What follows belongs to an exercise in optimizing a design on an open flow for small area, a short achievable clock period and few clock cycles per item; a production flow would make more cautious choices. No functional check of the RTL was part of this run. No activity file was given, so power comes from the tool's default toggle rates.

<file path="design/flow/flow/run.sh">
#!/bin/bash
# The standard layout (the standard.sh), with two changes:
#  - synthesis maps additions to ordinary logic cells (ADDER_MAP_FILE empty,
#    so Yosys does not extract full/half-adder cells); registers are unchanged;
#  - the port buffers that placement inserts are the smallest buffer cell,
#    sky130_fd_sc_hd__buf_1, instead of the one OpenROAD picks by default.
#    Every input and output port still gets its buffer.
# Full output in standard.log.
set -euo pipefail
export ADDER_MAP_FILE=
export BUFFER_PORTS_ARGS="-buffer_cell sky130_fd_sc_hd__buf_1"
bash standard.sh > standard.log 2>&1
</file>
<file path="design/flow/standard.sh">
#!/bin/bash
# synth_recipe.tcl (not shown) runs the flow's synth.tcl, then flattens the netlist and writes it again
# the make line also repeats each setting of config.mk as NAME=value (left out here)
make -C /OpenROAD-flow-scripts/flow DESIGN_CONFIG=/design/flow/config.mk WORK_HOME=/design/flow/orfs CLKGATE_MAP_FILE= SYNTH_SCRIPT=/design/flow/synth_recipe.tcl "${@:-finish}"
</file>
<file path="design/flow/config.mk">
export PLATFORM = sky130hd
export DESIGN_NAME = cordic
export DESIGN_NICKNAME = cordic
export VERILOG_FILES = /design/flow/design.v
export SDC_FILE = /design/flow/constraint.sdc
export NUM_CORES = 4
export LEC_CHECK = 0
export ABC_AREA = 1
export CAP_MARGIN = 20
export CORE_MARGIN = 2
export CORE_UTILIZATION = 60
export SETUP_SLACK_MARGIN = 2.6
export SLEW_MARGIN = 20
</file>
<file path="design/flow/constraint.sdc">
create_clock -name core_clock -period 5.5 [get_ports {clk_i}]
set_input_delay 1.1000 -clock core_clock [delete_from_list [all_inputs] [get_ports {clk_i}]]
set_output_delay 1.1000 -clock core_clock [all_outputs]
set_load 0.01 [all_outputs]
</file>
<file path="design/flow/design.v">
module cordic #(
    parameter int Width = 16
) (
    input  logic             clk_i,
    input  logic             rst_i,
    input  logic             start_cordic_i,
    input  logic [Width-1:0] x0_i,
    input  logic [Width-1:0] y0_i,
    input  logic [Width-1:0] z0_i,
    output logic [Width-1:0] xn_o,
    output logic [Width-1:0] yn_o,
    output logic [Width-1:0] zn_o,
    output logic             done_tick_cordic_o
);
  function automatic logic [15:0] atan(input logic [3:0] i);
    case (i)
      4'd0: atan = 16'h2D00;
      4'd1: atan = 16'h1A91;
      4'd2: atan = 16'h0E09;
      4'd3: atan = 16'h0720;
      4'd4: atan = 16'h0394;
      4'd5: atan = 16'h01CA;
      4'd6: atan = 16'h00E5;
      4'd7: atan = 16'h0073;
      4'd8: atan = 16'h0039;
      4'd9: atan = 16'h001D;
      4'd10: atan = 16'h000E;
      4'd11: atan = 16'h0007;
      4'd12: atan = 16'h0004;
      4'd13: atan = 16'h0002;
      4'd14: atan = 16'h0001;
      default: atan = 16'h0000;
    endcase
  endfunction
  function automatic logic [15:0] asr(input logic [15:0] v, input int k);
    for (int b = 0; b < 16; b++) asr[b] = (b + k > 15) ? v[15] : v[b + k];
  endfunction
  logic [15:0] x_q, y_q, z_q;
  logic        busy_q;   
  logic        done_q;
  logic neg;
  assign neg = z_q[15];
  logic [15:0] xi, yi;   
  assign xi = x_q;
  assign yi = y_q;
  logic [15:0] xs, ys, az;
  logic [3:0] lo_q, hi_q;
  logic       last;
  assign last = hi_q[3] & lo_q[2];
  logic [15:0] xl, yl;
  always_comb begin
    xl = 16'd0;
    yl = 16'd0;
    for (int i = 0; i < 4; i++) begin
      xl = xl | ({16{lo_q[i]}} & asr(xi, i));
      yl = yl | ({16{lo_q[i]}} & asr(yi, i));
    end
    xs = 16'd0;
    ys = 16'd0;
    for (int i = 0; i < 4; i++) begin
      xs = xs | ({16{hi_q[i]}} & asr(xl, (4 * i)));
      ys = ys | ({16{hi_q[i]}} & asr(yl, (4 * i)));
    end
    az = 16'd0;
    for (int i = 0; i < 15; i++) begin
      az = az | ({16{hi_q[i/4] & lo_q[i%4]}} & atan(i));
    end
  end
  logic [15:0] x_d, y_d, z_d, azi;
  logic        cx, cy, cz;
  assign cx  = ~neg & busy_q;
  assign cy  = neg & busy_q;
  assign cz  = ~neg & busy_q;
  assign azi = az ^ {16{~neg & busy_q}};
  logic [15:0] mxs, mys, xsi, ysi;
  assign mys = {16{cx}};
  assign mxs = {16{cy}};
  assign ysi = ys ^ mys;
  assign xsi = xs ^ mxs;
  logic [16:0] x_g0, x_p0;
  assign x_g0 = {x_q & ysi, cx};
  assign x_p0 = {x_q ^ ysi, 1'b0};
  logic x_g0_, x_p0_;
  assign x_g0_ = x_g0[1] | (x_p0[1] & x_g0[0]);
  assign x_p0_ = x_p0[1] & x_p0[0];
  logic x_g1_, x_p1_;
  assign x_g1_ = x_g0[3] | (x_p0[3] & x_g0[2]);
  assign x_p1_ = x_p0[3] & x_p0[2];
  logic x_g2_, x_p2_;
  assign x_g2_ = x_g0[5] | (x_p0[5] & x_g0[4]);
  assign x_p2_ = x_p0[5] & x_p0[4];
  logic x_g3_, x_p3_;
  assign x_g3_ = x_g0[7] | (x_p0[7] & x_g0[6]);
  assign x_p3_ = x_p0[7] & x_p0[6];
  logic x_g4_, x_p4_;
  assign x_g4_ = x_g0[9] | (x_p0[9] & x_g0[8]);
  assign x_p4_ = x_p0[9] & x_p0[8];
  logic x_g5_, x_p5_;
  assign x_g5_ = x_g0[11] | (x_p0[11] & x_g0[10]);
  assign x_p5_ = x_p0[11] & x_p0[10];
  logic x_g6_, x_p6_;
  assign x_g6_ = x_g0[13] | (x_p0[13] & x_g0[12]);
  assign x_p6_ = x_p0[13] & x_p0[12];
  logic x_g7_, x_p7_;
  assign x_g7_ = x_g0[15] | (x_p0[15] & x_g0[14]);
  assign x_p7_ = x_p0[15] & x_p0[14];
  logic x_g8_, x_p8_;
  assign x_g8_ = x_g1_ | (x_p1_ & x_g0_);
  assign x_p8_ = x_p1_ & x_p0_;
  logic x_g9_, x_p9_;
  assign x_g9_ = x_g2_ | (x_p2_ & x_g1_);
  assign x_p9_ = x_p2_ & x_p1_;
  logic x_g10_, x_p10_;
  assign x_g10_ = x_g3_ | (x_p3_ & x_g2_);
  assign x_p10_ = x_p3_ & x_p2_;
  logic x_g11_, x_p11_;
  assign x_g11_ = x_g4_ | (x_p4_ & x_g3_);
  assign x_p11_ = x_p4_ & x_p3_;
  logic x_g12_, x_p12_;
  assign x_g12_ = x_g5_ | (x_p5_ & x_g4_);
  assign x_p12_ = x_p5_ & x_p4_;
  logic x_g13_, x_p13_;
  assign x_g13_ = x_g6_ | (x_p6_ & x_g5_);
  assign x_p13_ = x_p6_ & x_p5_;
  logic x_g14_, x_p14_;
  assign x_g14_ = x_g7_ | (x_p7_ & x_g6_);
  assign x_p14_ = x_p7_ & x_p6_;
  logic x_g15_, x_p15_;
  assign x_g15_ = x_g9_ | (x_p9_ & x_g0_);
  assign x_p15_ = x_p9_ & x_p0_;
  logic x_g16_, x_p16_;
  assign x_g16_ = x_g10_ | (x_p10_ & x_g8_);
  assign x_p16_ = x_p10_ & x_p8_;
  logic x_g17_, x_p17_;
  assign x_g17_ = x_g11_ | (x_p11_ & x_g9_);
  assign x_p17_ = x_p11_ & x_p9_;
  logic x_g18_, x_p18_;
  assign x_g18_ = x_g12_ | (x_p12_ & x_g10_);
  assign x_p18_ = x_p12_ & x_p10_;
  logic x_g19_, x_p19_;
  assign x_g19_ = x_g13_ | (x_p13_ & x_g11_);
  assign x_p19_ = x_p13_ & x_p11_;
  logic x_g20_, x_p20_;
  assign x_g20_ = x_g14_ | (x_p14_ & x_g12_);
  assign x_p20_ = x_p14_ & x_p12_;
  logic x_g21_, x_p21_;
  assign x_g21_ = x_g17_ | (x_p17_ & x_g0_);
  assign x_p21_ = x_p17_ & x_p0_;
  logic x_g22_, x_p22_;
  assign x_g22_ = x_g18_ | (x_p18_ & x_g8_);
  assign x_p22_ = x_p18_ & x_p8_;
  logic x_g23_, x_p23_;
  assign x_g23_ = x_g19_ | (x_p19_ & x_g15_);
  assign x_p23_ = x_p19_ & x_p15_;
  logic x_g24_, x_p24_;
  assign x_g24_ = x_g20_ | (x_p20_ & x_g16_);
  assign x_p24_ = x_p20_ & x_p16_;
  logic x_g25_, x_p25_;
  assign x_g25_ = x_g0[2] | (x_p0[2] & x_g0_);
  assign x_p25_ = x_p0[2] & x_p0_;
  logic x_g26_, x_p26_;
  assign x_g26_ = x_g0[4] | (x_p0[4] & x_g8_);
  assign x_p26_ = x_p0[4] & x_p8_;
  logic x_g27_, x_p27_;
  assign x_g27_ = x_g0[6] | (x_p0[6] & x_g15_);
  assign x_p27_ = x_p0[6] & x_p15_;
  logic x_g28_, x_p28_;
  assign x_g28_ = x_g0[8] | (x_p0[8] & x_g16_);
  assign x_p28_ = x_p0[8] & x_p16_;
  logic x_g29_, x_p29_;
  assign x_g29_ = x_g0[10] | (x_p0[10] & x_g21_);
  assign x_p29_ = x_p0[10] & x_p21_;
  logic x_g30_, x_p30_;
  assign x_g30_ = x_g0[12] | (x_p0[12] & x_g22_);
  assign x_p30_ = x_p0[12] & x_p22_;
  logic x_g31_, x_p31_;
  assign x_g31_ = x_g0[14] | (x_p0[14] & x_g23_);
  assign x_p31_ = x_p0[14] & x_p23_;
  logic x_g32_, x_p32_;
  assign x_g32_ = x_g0[16] | (x_p0[16] & x_g24_);
  assign x_p32_ = x_p0[16] & x_p24_;
  assign x_d[0] = x_p0[1] ^ x_g0[0];
  assign x_d[1] = x_p0[2] ^ x_g0_;
  assign x_d[2] = x_p0[3] ^ x_g25_;
  assign x_d[3] = x_p0[4] ^ x_g8_;
  assign x_d[4] = x_p0[5] ^ x_g26_;
  assign x_d[5] = x_p0[6] ^ x_g15_;
  assign x_d[6] = x_p0[7] ^ x_g27_;
  assign x_d[7] = x_p0[8] ^ x_g16_;
  assign x_d[8] = x_p0[9] ^ x_g28_;
  assign x_d[9] = x_p0[10] ^ x_g21_;
  assign x_d[10] = x_p0[11] ^ x_g29_;
  assign x_d[11] = x_p0[12] ^ x_g22_;
  assign x_d[12] = x_p0[13] ^ x_g30_;
  assign x_d[13] = x_p0[14] ^ x_g23_;
  assign x_d[14] = x_p0[15] ^ x_g31_;
  assign x_d[15] = x_p0[16] ^ x_g24_;
  logic [16:0] y_g0, y_p0;
  assign y_g0 = {y_q & xsi, cy};
  assign y_p0 = {y_q ^ xsi, 1'b0};
  logic y_g0_, y_p0_;
  assign y_g0_ = y_g0[1] | (y_p0[1] & y_g0[0]);
  assign y_p0_ = y_p0[1] & y_p0[0];
  logic y_g1_, y_p1_;
  assign y_g1_ = y_g0[3] | (y_p0[3] & y_g0[2]);
  assign y_p1_ = y_p0[3] & y_p0[2];
  logic y_g2_, y_p2_;
  assign y_g2_ = y_g0[5] | (y_p0[5] & y_g0[4]);
  assign y_p2_ = y_p0[5] & y_p0[4];
  logic y_g3_, y_p3_;
  assign y_g3_ = y_g0[7] | (y_p0[7] & y_g0[6]);
  assign y_p3_ = y_p0[7] & y_p0[6];
  logic y_g4_, y_p4_;
  assign y_g4_ = y_g0[9] | (y_p0[9] & y_g0[8]);
  assign y_p4_ = y_p0[9] & y_p0[8];
  logic y_g5_, y_p5_;
  assign y_g5_ = y_g0[11] | (y_p0[11] & y_g0[10]);
  assign y_p5_ = y_p0[11] & y_p0[10];
  logic y_g6_, y_p6_;
  assign y_g6_ = y_g0[13] | (y_p0[13] & y_g0[12]);
  assign y_p6_ = y_p0[13] & y_p0[12];
  logic y_g7_, y_p7_;
  assign y_g7_ = y_g0[15] | (y_p0[15] & y_g0[14]);
  assign y_p7_ = y_p0[15] & y_p0[14];
  logic y_g8_, y_p8_;
  assign y_g8_ = y_g1_ | (y_p1_ & y_g0_);
  assign y_p8_ = y_p1_ & y_p0_;
  logic y_g9_, y_p9_;
  assign y_g9_ = y_g2_ | (y_p2_ & y_g1_);
  assign y_p9_ = y_p2_ & y_p1_;
  logic y_g10_, y_p10_;
  assign y_g10_ = y_g3_ | (y_p3_ & y_g2_);
  assign y_p10_ = y_p3_ & y_p2_;
  logic y_g11_, y_p11_;
  assign y_g11_ = y_g4_ | (y_p4_ & y_g3_);
  assign y_p11_ = y_p4_ & y_p3_;
  logic y_g12_, y_p12_;
  assign y_g12_ = y_g5_ | (y_p5_ & y_g4_);
  assign y_p12_ = y_p5_ & y_p4_;
  logic y_g13_, y_p13_;
  assign y_g13_ = y_g6_ | (y_p6_ & y_g5_);
  assign y_p13_ = y_p6_ & y_p5_;
  logic y_g14_, y_p14_;
  assign y_g14_ = y_g7_ | (y_p7_ & y_g6_);
  assign y_p14_ = y_p7_ & y_p6_;
  logic y_g15_, y_p15_;
  assign y_g15_ = y_g9_ | (y_p9_ & y_g0_);
  assign y_p15_ = y_p9_ & y_p0_;
  logic y_g16_, y_p16_;
  assign y_g16_ = y_g10_ | (y_p10_ & y_g8_);
  assign y_p16_ = y_p10_ & y_p8_;
  logic y_g17_, y_p17_;
  assign y_g17_ = y_g11_ | (y_p11_ & y_g9_);
  assign y_p17_ = y_p11_ & y_p9_;
  logic y_g18_, y_p18_;
  assign y_g18_ = y_g12_ | (y_p12_ & y_g10_);
  assign y_p18_ = y_p12_ & y_p10_;
  logic y_g19_, y_p19_;
  assign y_g19_ = y_g13_ | (y_p13_ & y_g11_);
  assign y_p19_ = y_p13_ & y_p11_;
  logic y_g20_, y_p20_;
  assign y_g20_ = y_g14_ | (y_p14_ & y_g12_);
  assign y_p20_ = y_p14_ & y_p12_;
  logic y_g21_, y_p21_;
  assign y_g21_ = y_g17_ | (y_p17_ & y_g0_);
  assign y_p21_ = y_p17_ & y_p0_;
  logic y_g22_, y_p22_;
  assign y_g22_ = y_g18_ | (y_p18_ & y_g8_);
  assign y_p22_ = y_p18_ & y_p8_;
  logic y_g23_, y_p23_;
  assign y_g23_ = y_g19_ | (y_p19_ & y_g15_);
  assign y_p23_ = y_p19_ & y_p15_;
  logic y_g24_, y_p24_;
  assign y_g24_ = y_g20_ | (y_p20_ & y_g16_);
  assign y_p24_ = y_p20_ & y_p16_;
  logic y_g25_, y_p25_;
  assign y_g25_ = y_g0[2] | (y_p0[2] & y_g0_);
  assign y_p25_ = y_p0[2] & y_p0_;
  logic y_g26_, y_p26_;
  assign y_g26_ = y_g0[4] | (y_p0[4] & y_g8_);
  assign y_p26_ = y_p0[4] & y_p8_;
  logic y_g27_, y_p27_;
  assign y_g27_ = y_g0[6] | (y_p0[6] & y_g15_);
  assign y_p27_ = y_p0[6] & y_p15_;
  logic y_g28_, y_p28_;
  assign y_g28_ = y_g0[8] | (y_p0[8] & y_g16_);
  assign y_p28_ = y_p0[8] & y_p16_;
  logic y_g29_, y_p29_;
  assign y_g29_ = y_g0[10] | (y_p0[10] & y_g21_);
  assign y_p29_ = y_p0[10] & y_p21_;
  logic y_g30_, y_p30_;
  assign y_g30_ = y_g0[12] | (y_p0[12] & y_g22_);
  assign y_p30_ = y_p0[12] & y_p22_;
  logic y_g31_, y_p31_;
  assign y_g31_ = y_g0[14] | (y_p0[14] & y_g23_);
  assign y_p31_ = y_p0[14] & y_p23_;
  logic y_g32_, y_p32_;
  assign y_g32_ = y_g0[16] | (y_p0[16] & y_g24_);
  assign y_p32_ = y_p0[16] & y_p24_;
  assign y_d[0] = y_p0[1] ^ y_g0[0];
  assign y_d[1] = y_p0[2] ^ y_g0_;
  assign y_d[2] = y_p0[3] ^ y_g25_;
  assign y_d[3] = y_p0[4] ^ y_g8_;
  assign y_d[4] = y_p0[5] ^ y_g26_;
  assign y_d[5] = y_p0[6] ^ y_g15_;
  assign y_d[6] = y_p0[7] ^ y_g27_;
  assign y_d[7] = y_p0[8] ^ y_g16_;
  assign y_d[8] = y_p0[9] ^ y_g28_;
  assign y_d[9] = y_p0[10] ^ y_g21_;
  assign y_d[10] = y_p0[11] ^ y_g29_;
  assign y_d[11] = y_p0[12] ^ y_g22_;
  assign y_d[12] = y_p0[13] ^ y_g30_;
  assign y_d[13] = y_p0[14] ^ y_g23_;
  assign y_d[14] = y_p0[15] ^ y_g31_;
  assign y_d[15] = y_p0[16] ^ y_g24_;
  logic [16:0] z_g0, z_p0;
  assign z_g0 = {z_q & azi, cz};
  assign z_p0 = {z_q ^ azi, 1'b0};
  logic z_g0_, z_p0_;
  assign z_g0_ = z_g0[1] | (z_p0[1] & z_g0[0]);
  assign z_p0_ = z_p0[1] & z_p0[0];
  logic z_g1_, z_p1_;
  assign z_g1_ = z_g0[3] | (z_p0[3] & z_g0[2]);
  assign z_p1_ = z_p0[3] & z_p0[2];
  logic z_g2_, z_p2_;
  assign z_g2_ = z_g0[5] | (z_p0[5] & z_g0[4]);
  assign z_p2_ = z_p0[5] & z_p0[4];
  logic z_g3_, z_p3_;
  assign z_g3_ = z_g0[7] | (z_p0[7] & z_g0[6]);
  assign z_p3_ = z_p0[7] & z_p0[6];
  logic z_g4_, z_p4_;
  assign z_g4_ = z_g0[9] | (z_p0[9] & z_g0[8]);
  assign z_p4_ = z_p0[9] & z_p0[8];
  logic z_g5_, z_p5_;
  assign z_g5_ = z_g0[11] | (z_p0[11] & z_g0[10]);
  assign z_p5_ = z_p0[11] & z_p0[10];
  logic z_g6_, z_p6_;
  assign z_g6_ = z_g0[13] | (z_p0[13] & z_g0[12]);
  assign z_p6_ = z_p0[13] & z_p0[12];
  logic z_g7_, z_p7_;
  assign z_g7_ = z_g0[15] | (z_p0[15] & z_g0[14]);
  assign z_p7_ = z_p0[15] & z_p0[14];
  logic z_g8_, z_p8_;
  assign z_g8_ = z_g1_ | (z_p1_ & z_g0_);
  assign z_p8_ = z_p1_ & z_p0_;
  logic z_g9_, z_p9_;
  assign z_g9_ = z_g3_ | (z_p3_ & z_g2_);
  assign z_p9_ = z_p3_ & z_p2_;
  logic z_g10_, z_p10_;
  assign z_g10_ = z_g5_ | (z_p5_ & z_g4_);
  assign z_p10_ = z_p5_ & z_p4_;
  logic z_g11_, z_p11_;
  assign z_g11_ = z_g7_ | (z_p7_ & z_g6_);
  assign z_p11_ = z_p7_ & z_p6_;
  logic z_g12_, z_p12_;
  assign z_g12_ = z_g9_ | (z_p9_ & z_g8_);
  assign z_p12_ = z_p9_ & z_p8_;
  logic z_g13_, z_p13_;
  assign z_g13_ = z_g11_ | (z_p11_ & z_g10_);
  assign z_p13_ = z_p11_ & z_p10_;
  logic z_g14_, z_p14_;
  assign z_g14_ = z_g13_ | (z_p13_ & z_g12_);
  assign z_p14_ = z_p13_ & z_p12_;
  logic z_g15_, z_p15_;
  assign z_g15_ = z_g10_ | (z_p10_ & z_g12_);
  assign z_p15_ = z_p10_ & z_p12_;
  logic z_g16_, z_p16_;
  assign z_g16_ = z_g2_ | (z_p2_ & z_g8_);
  assign z_p16_ = z_p2_ & z_p8_;
  logic z_g17_, z_p17_;
  assign z_g17_ = z_g4_ | (z_p4_ & z_g12_);
  assign z_p17_ = z_p4_ & z_p12_;
  logic z_g18_, z_p18_;
  assign z_g18_ = z_g6_ | (z_p6_ & z_g15_);
  assign z_p18_ = z_p6_ & z_p15_;
  logic z_g19_, z_p19_;
  assign z_g19_ = z_g0[2] | (z_p0[2] & z_g0_);
  assign z_p19_ = z_p0[2] & z_p0_;
  logic z_g20_, z_p20_;
  assign z_g20_ = z_g0[4] | (z_p0[4] & z_g8_);
  assign z_p20_ = z_p0[4] & z_p8_;
  logic z_g21_, z_p21_;
  assign z_g21_ = z_g0[6] | (z_p0[6] & z_g16_);
  assign z_p21_ = z_p0[6] & z_p16_;
  logic z_g22_, z_p22_;
  assign z_g22_ = z_g0[8] | (z_p0[8] & z_g12_);
  assign z_p22_ = z_p0[8] & z_p12_;
  logic z_g23_, z_p23_;
  assign z_g23_ = z_g0[10] | (z_p0[10] & z_g17_);
  assign z_p23_ = z_p0[10] & z_p17_;
  logic z_g24_, z_p24_;
  assign z_g24_ = z_g0[12] | (z_p0[12] & z_g15_);
  assign z_p24_ = z_p0[12] & z_p15_;
  logic z_g25_, z_p25_;
  assign z_g25_ = z_g0[14] | (z_p0[14] & z_g18_);
  assign z_p25_ = z_p0[14] & z_p18_;
  logic z_g26_, z_p26_;
  assign z_g26_ = z_g0[16] | (z_p0[16] & z_g14_);
  assign z_p26_ = z_p0[16] & z_p14_;
  assign z_d[0] = z_p0[1] ^ z_g0[0];
  assign z_d[1] = z_p0[2] ^ z_g0_;
  assign z_d[2] = z_p0[3] ^ z_g19_;
  assign z_d[3] = z_p0[4] ^ z_g8_;
  assign z_d[4] = z_p0[5] ^ z_g20_;
  assign z_d[5] = z_p0[6] ^ z_g16_;
  assign z_d[6] = z_p0[7] ^ z_g21_;
  assign z_d[7] = z_p0[8] ^ z_g12_;
  assign z_d[8] = z_p0[9] ^ z_g22_;
  assign z_d[9] = z_p0[10] ^ z_g17_;
  assign z_d[10] = z_p0[11] ^ z_g23_;
  assign z_d[11] = z_p0[12] ^ z_g15_;
  assign z_d[12] = z_p0[13] ^ z_g24_;
  assign z_d[13] = z_p0[14] ^ z_g18_;
  assign z_d[14] = z_p0[15] ^ z_g25_;
  assign z_d[15] = z_p0[16] ^ z_g14_;
  always_ff @(posedge clk_i) begin
    if (start_cordic_i) begin
      x_q <= x0_i;
      y_q <= y0_i;
      z_q <= z0_i;
    end else begin
      x_q <= x_d;
      y_q <= y_d;
      z_q <= z_d;
    end
  end
  always_ff @(posedge clk_i, posedge rst_i) begin
    if (rst_i) begin
      busy_q <= 1'b0;
      done_q <= 1'b0;
    end else begin
      busy_q <= start_cordic_i || (busy_q && !last);
      done_q <= busy_q && last && !start_cordic_i;
    end
  end
  always_ff @(posedge clk_i) begin
    if (start_cordic_i) begin
      lo_q <= 4'd1;
      hi_q <= 4'd1;
    end else if (!busy_q || last) begin
      lo_q <= 4'd0;
      hi_q <= 4'd0;
    end else begin
      lo_q <= {lo_q[2:0], lo_q[3]};
      if (lo_q[3]) hi_q <= {hi_q[2:0], 1'b0};
    end
  end
  assign xn_o = x_q;
  assign yn_o = y_q;
  assign zn_o = z_q;
  assign done_tick_cordic_o = done_q;
endmodule
</file>
==> metrics.md <==
| Metric | Value |
|---|---|
| Required @ worst endpoint | `5.77 ns` |
| CORE AREA | `10,750 um2` |
| Via count | `7,617` |
| Placed cell count | `1,447` |
| Crit-path slowest cell | `dfxtp_2` |
| P per Cell Area | `674.2 nW/um2` |
| Grt total ovfl | `0` |
| Seq cells post-synth | `58` |
| Filler Cells Inserted | `1,157` |
| Synth Net Count | `1,298` |
| Num rows | `38` |
| Final TNS setup | `0 ns` |
| 1st-pass router iterations | `6` |
| CTS H-tree depth | `3` |
| Slew headroom | `33.19%` |
| Max-slew violations | `0` |
| Slew @ Worst Pin | `1.002 ns` |
| Vias in the first global route | `6,547` |
| Startpoint Class | `register` |
| Synth Cell Area | `6549 um2` |
| Synth async-reset ratio | `3.448%` |
| Synth Flop Type | `dfxtp_1` |
| Largest net degree at the start of global routing | `55` |
| Avg WL per Cell | `12.18 um` |
| Flop2flop setup slack | `2.90 ns` |
| Ports | `100` |
| Final hold vios | `0` |
| P&R area growth vs syn | `8.063%` |
| Area contributors post-synth | `nand2_1 32%, dfxtp_1 17%, nor2_1 8.3%` |
| CP arrival | `2.86 ns` |
| Cell Chain, Critical Path | `inv_1 -> nand3_2 -> nand3_2 -> o21ai_1 -> xor2_1 -> or2_1 -> nand2_1 -> inv_2 -> nand2_1 -> nor2_1 -> a21oi_1 -> nand2_1 -> nand2_1 -> nand3_1 -> nand2_1` |
| Finished Cell Area | `7077 um2` |
| Critical Path End Type | `register` |
| Port Buffers | `99` |
| Via density | `5.199` |
| Non-Filler Instances | `1,465` |
| Die area | `11,770 um2` |
| Drc violations | `0` |
| Sequential area share after synthesis | `17.88%` |
| Die H | `108.5 um` |
| DP Area | `6823 um2` |
| Post-synth top area cell | `nand2_1` |
| Clock Latency Late Sink | `0.37 ns` |
| First-pass GRT wire length | `29.45 mm` |
| Clock tree buffer depth | `2` |
| Final nets | `1,372` |
| Initial antenna violation count | `0` |
| Layout cells sized above 1 | `8.906%` |
| Critical path's top delay family | `simple AND/OR/NAND/NOR gates` |
| Final Skew | `0.01261 ns` |
| Most used cell, CP | `nand2_1` |
| CTS Buf Count | `9` |
| Final GP Congestion | `0.9058` |
| CTS sink count | `58` |
| HPWL after detailed placement | `13.16 mm` |
| Final setup viols | `0` |
| GRT Total Usage | `31.31%` |
| Routed Antenna Nets | `0` |
| Synth top area share | `31.87%` |
| CTS tree | `built` |
| Slowest cell delay on critical path | `0.52 ns` |
| Post-synth EDFFs | `0` |
| CTS Root Cell | `clkbuf_8` |
| CP Max Fanout | `16` |
| Max Clk Rate | `385.3 MHz` |
| Fin util | `65.86%` |
| Min Tclk post-route | `2.595 ns` |
| RSZ-0062 raised after global routing | `false` |
| WP buf/inv | `2` |
| Die Width | `108.5 um` |
| Gate Count Post-Synth | `1,247` |
| Critical path type | `register to register` |
| Final period utilization | `47.19%` |
| DR iter-0 viols | `647` |
| Final wirelength | `17.85 mm` |
| Peak supply drop | `0.4351 mV` |
| Initial Util | `60.95%` |
| Hold-fix buffers at CTS | `0` |
| Worst hold path class | `register to register` |
| Max-Cap Viols | `0` |
| Leak | `4.075 nW` |
| Mapped Avg Cell Area | `5.252 um2` |
| Status | `finished clean` |
| Reg clk slew, reported paths | `0.07 ns` |
| Post-synth cell types | `41` |
| Inserted Diodes | `0` |
| Yosys warns | `1` |
## state kept, by name (all words and copies together), names as in the netlist
register	cells
lo_q	4
y_q	16
done_q	1
hi_q	4
busy_q	1
x_q	16
z_q	16
## cells by family after synthesis
group | Yosys count | share of synthesized area, %
DFF | 58 | 17.88
buffers and inverters | 171 | 11.92
AOI/OAI and AO/OA | 83 | 7.241
and+or+nand+nor | 916 | 60.41
xor gates and xnor gates | 19 | 2.541
## final timing paths
path,from,to,depth (start not counted)
setup / recovery,hi_q[1],x_q[15],15
setup reg to reg,hi_q[1],x_q[15],15
min in group asynchronous,rst_i,busy_q,2
max in group asynchronous,rst_i,done_q,2
hold reg to reg,z_q[0],z_q[0],2
hold / removal,z_q[0],z_q[0],2
## cell usage in the layout, fill, tap and decap left out, types with 6 or more instances in the layout
cell type	synthesis	routed
a21oi_1	19	19
buf_1	1	98
clkbuf_8	0	12
dfxtp_1	56	52
inv_1	118	117
inv_2	11	9
nand2_1	556	555
nand2_2	25	26
nand3_1	107	105
nand3_2	14	16
nand3b_1	9	9
nand4_1	16	16
nor2_1	144	144
nor2_2	27	28
o21ai_0	24	24
o21ai_1	22	22
or2_1	6	6
xor2_1	16	16
## area by class of cell
type	count	area [um2]	share of cell area (%)
inverter	129	493.0	6.966
sequential	58	1179	16.65
clock buffer	13	168.9	2.387
timing repair buffer	104	432.9	6.117
tap	140	175.2	2.475
multi-input combinational	1019	4616	65.22
clock inverter	2	12.51	0.1768
## cell usage after synthesis, drive strengths merged, types with 2 or more instances
library cell / instances
a31oi: 5
dfrtp: 2
inv: 129
a21oi: 19
nand3: 121
nand4: 16
nand3b: 11
xor2: 16
clkbuf: 8
nand2: 581
o21ai: 49
o21bai: 4
xnor2: 3
nor2: 174
dfxtp: 56
or2: 8
o21a: 2
buf: 34
nor3: 3
## report_power, final
| part | internal (mW) | switching (mW) |
|---|---|---|
| logic | 1.21 | 2.22 |
| clock network | 0.197 | 0.192 |
| registers | 0.609 | 0.339 |
## through the flow
step,setup WS (ns),total power [mW],hold WS [ns]
2_1_floorplan,3.435,3.612,0.4811
3_3_place_gp,2.283,4.253,0.5060
3_5_place_dp,2.202,4.313,0.5100
4_1_cts,2.625,4.735,0.5191
5_1_grt,2.607,5.351,0.5612
6_report,2.905,4.771,0.5202
## tightest hold or removal path, stage by stage (launching register included)
cell and delay (ns):
dfxtp_1 0.32, nand3_1 0.08, a31oi_1 0.07
## repair_timing
| action | CTS | global route |
|---|---|---|
| buffers inserted | 0 | 2 |
| resized for setup | 2 | 16 |
| gates cloned | 1 | 0 |
| endpoints found under the setup margin | 30 | 28 |
| pin swaps | 1 | 1 |
## routing by layer
metal	global-route usage, %	share of wire, %	up-vias
li1	-	-	4012
met1	39.28	45	3306
met2	51.74	46	258
met3	5.485	6.3	41
met4	15.02	3.1	0
met5	0	0	-

==> what the ideal ports hide <==
The flow's constraints put no driver on any port. The routed layout listed below was extracted and timed again, unchanged, in two steps.
Step 1 (the two cells are an assumption about what drives the block):
set clk [get_ports {clk_i}]
set_driving_cell -lib_cell sky130_fd_sc_hd__clkbuf_16 $clk
set_driving_cell -lib_cell sky130_fd_sc_hd__buf_2 [delete_from_list [all_inputs] $clk]
Step 2, shift: input delay + t, output delay - t, t = (earliest + latest rising clock arrival at the registers) / 2. This alone moves slack from input paths to output paths.
Slacks: no drivers / after step 1 / after step 2; pairs: no drivers / after step 1.
t, ns: 0.403
slack for setup (ns): 2.905 / 2.905 / 2.530
worst setup path after step 2: input to register
worst data-port slew with drivers (ns): 0.03
After both steps this run still meets setup and hold. The setup slack of this run moves by 0.000 ns with the drivers and by -0.375 ns with both steps.
